This design comes from an exercise in tuning for small area on the open sky130 flow, not from production work.
Function was checked by simulation only, so behaviour that the tests miss may differ from the original.
Power figures rest on the tool's default switching activity, not on a simulated workload.

== alpha ==
==> module Timer, before the edit <==
module Timer(
	input clk, rst,
	output toggle
	);
localparam [17:0] FIRST = 18'h0db34;
localparam [17:0] LAST  = 18'h26c9a;
reg [17:0] lfsr;
assign toggle = (lfsr == LAST);
always @(posedge rst, posedge clk)
	if (rst) lfsr <= FIRST;
	else lfsr <= {lfsr[16:0], lfsr[17] ^ lfsr[10]} ^ {8'd0, toggle, 9'd0};
endmodule
==> flow/config.mk <==
export PLATFORM = sky130hd
export DESIGN_NAME = SuperBallPickupMasterRotaryChampionDeluxe5
export DESIGN_NICKNAME = SuperBallPickupMasterRotaryChampionDeluxe5
export VERILOG_FILES = /design/flow/design.v
export SDC_FILE = /design/flow/constraint.sdc
export NUM_CORES = 4
export LEC_CHECK = 0
export CAP_MARGIN = 20
export CORE_MARGIN = 2
export CORE_UTILIZATION = 40
export SLEW_MARGIN = 20
==> flow/constraint.sdc <==
create_clock -name core_clock -period 20.0 [get_ports {clk}]
set_input_delay 4.0000 -clock core_clock [delete_from_list [all_inputs] [get_ports {clk}]]
set_output_delay 4.0000 -clock core_clock [all_outputs]
set_load 0.01 [all_outputs]
standard.sh (not shown) runs the stock make flow with config.mk's settings and CLKGATE_MAP_FILE= SYNTH_SCRIPT=/design/flow/synth_recipe.tcl, a recipe that flattens the netlist after the stock synthesis.
==> flow/flow/run.sh <==
#!/bin/bash
# Layout flow: the standard synthesis and layout (standard.sh), with a
# lighter clock tree (clkbuf_4 leaf buffers driving about 8 flip-flops each,
# no dummy loads) and the smallest buffer (buf_1) on the input and output ports.
# Each step's full output goes to its own log here (synth.log, layout.log),
# besides ORFS's per-step logs under orfs/logs.
set -euo pipefail
bash standard.sh synth > synth.log 2>&1
bash standard.sh \
  "CTS_ARGS=-sink_clustering_enable -repair_clock_nets -dont_use_dummy_load -buf_list sky130_fd_sc_hd__clkbuf_4 -sink_clustering_size 8 -sink_clustering_max_diameter 80" \
  "BUFFER_PORTS_ARGS=-buffer_cell sky130_fd_sc_hd__buf_1" \
  finish > layout.log 2>&1
The following lists how beta was set up differently from alpha:
-- flow/design.v --
<<< alpha, line 247
	);
localparam [17:0] FIRST = 18'h0db34;
localparam [17:0] LAST  = 18'h26c9a;
reg [17:0] lfsr;
assign toggle = (lfsr == LAST);
always @(posedge rst, posedge clk)
	if (rst) lfsr <= FIRST;
>>> beta, line 247
	);
localparam [17:0] FIRST = 18'h0db34;
localparam [16:0] LAST  = 17'h06c9a;	 
reg [17:0] lfsr;
assign toggle = (lfsr[16:0] == LAST);
always @(posedge rst, posedge clk)
	if (rst) lfsr <= FIRST;
Results
- Higher transition time at the pin with the least slew margin goes to alpha over beta.
- Sort alpha and beta by insertion delay to the later sink of the worst-skew pair, ascending, and alpha comes first.
- Taking alpha as the reference, in beta placement-stage cell area was more or less identical; setup slack went up by 0.11 ns; final cell count was more or less identical; aggregate negative setup slack was more or less identical; combinational power went up by about 1%.
- beta: PASS, flow complete, no timing, DRC or antenna violations
- Taking alpha as the reference, in beta total design power flat, final weighted congestion of routability-driven global placement increased about 3.5%.
- beta against alpha: combinational cell fraction of total power went up 0.2 points, post-synthesis instance total ~0 delta, via count of the routed design was more or less identical, static leakage was more or less identical.

========
Another version of the RTL of SuperBallPickupMasterRotaryChampionDeluxe5 (not shown whole).
Size: ~280 flip-flops, ~33 I/O pins, roughly 15000 um^2 of cells after synthesis.
==> module MaquinaEstados, before the edit <==
module MaquinaEstados(
	input A,
	input B,
	input clk,
	input reset,
	output step,
	output down
);
reg p, q, r;
wire second = r ? A : B;
always @(posedge clk, posedge reset)
	if (reset) begin
		p <= 1'b0;
		q <= 1'b0;
	end else begin
		p <= p ? ~second : (~q & (A ^ B));
		q <= p & second;
	end
always @(posedge clk)
	r <= (p | q) ? r : B;
assign step = q;
assign down = r;
endmodule
export LEC_CHECK = 0
export CAP_MARGIN = 20
export CORE_MARGIN = 2
export CORE_UTILIZATION = 40
export SLEW_MARGIN = 20
create_clock -name core_clock -period 20.0 [get_ports {clk}]
==> flow/flow/run.sh <==
#!/bin/bash
# Layout flow: the standard synthesis and layout (standard.sh), with a
# lighter clock tree (clkbuf_4 leaf buffers driving about 7 flip-flops each,
# no dummy loads) and the smallest buffer (buf_1) on the input and output ports.
# Each step's full output goes to its own log here (synth.log, layout.log),
# besides ORFS's per-step logs under orfs/logs.
set -euo pipefail
bash standard.sh synth > synth.log 2>&1
bash standard.sh \
  "CTS_ARGS=-sink_clustering_enable -repair_clock_nets -dont_use_dummy_load -buf_list sky130_fd_sc_hd__clkbuf_4 -sink_clustering_size 7 -sink_clustering_max_diameter 60" \
  "BUFFER_PORTS_ARGS=-buffer_cell sky130_fd_sc_hd__buf_1" \
  finish > layout.log 2>&1
Change:
--- a/flow/design.v
+++ b/flow/design.v
@@ -52,11 +52,11 @@
 	end else begin
 		p <= p ? ~second : (~q & (A ^ B));
 		q <= p & second;
 	end
 always @(posedge clk)
-	r <= (p | q) ? r : B;
+	r <= p ? r : B;
 assign step = q;
 assign down = r;
 endmodule
 `timescale 1ns / 1ps
 module SumadorRotary #(parameter [11:0] resetValue = 12'd0)(
Effect:
- design area barely changes
- core utilization stays flat
- synthesized cell count is lower by 0.46%
- clock-buffer cell count is lower by 1
- via count is lower by 0.66%
- non-clock buffer count is higher by 1
- power is lower by 0.42%
- global-route usage is higher by 0.11 points
- wire length barely changes
- die area is about the same
- flip-flop and latch count is unchanged
- maximum frequency is about the same
- clock power is lower by about 2%
- final cell count is lower by 0.43%

what the ideal ports hide:
The results above use ideal ports. As a check the final layouts listed here were re-extracted and re-timed, cells and wires unchanged.
Step 1, drivers: a clkbuf_16 drives clk and a buf_2 each remaining input, both assumed.
Step 2 adds t to the input delays and takes it off the output delays; t is the mean of the earliest and latest rising clock arrival at the registers after step 1. Input paths then give back, and output paths get back, about the clock's delay inside the block.
a / b / c = ideal / step 1 / step 2; a / b = the first two.
run	shift t [ns]	setup WS [ns]	clock arrival spread, ns	worst register clock-pin slew, ns	worst slew at a driven data input, ns
alpha	0.678	8.962 / 8.919 / 9.597	0.080 / 0.080	0.11 / 0.11	0.04
beta	0.679	9.069 / 9.025 / 9.704	0.109 / 0.110	0.11 / 0.11	0.04
the first run of note 2	0.766	9.019 / 8.976 / 9.742	0.082 / 0.081	0.09 / 0.09	0.04
the second run of note 2	0.684	9.000 / 8.955 / 9.640	0.095 / 0.095	0.10 / 0.10	0.04
After both steps setup and hold are still met in every run listed.
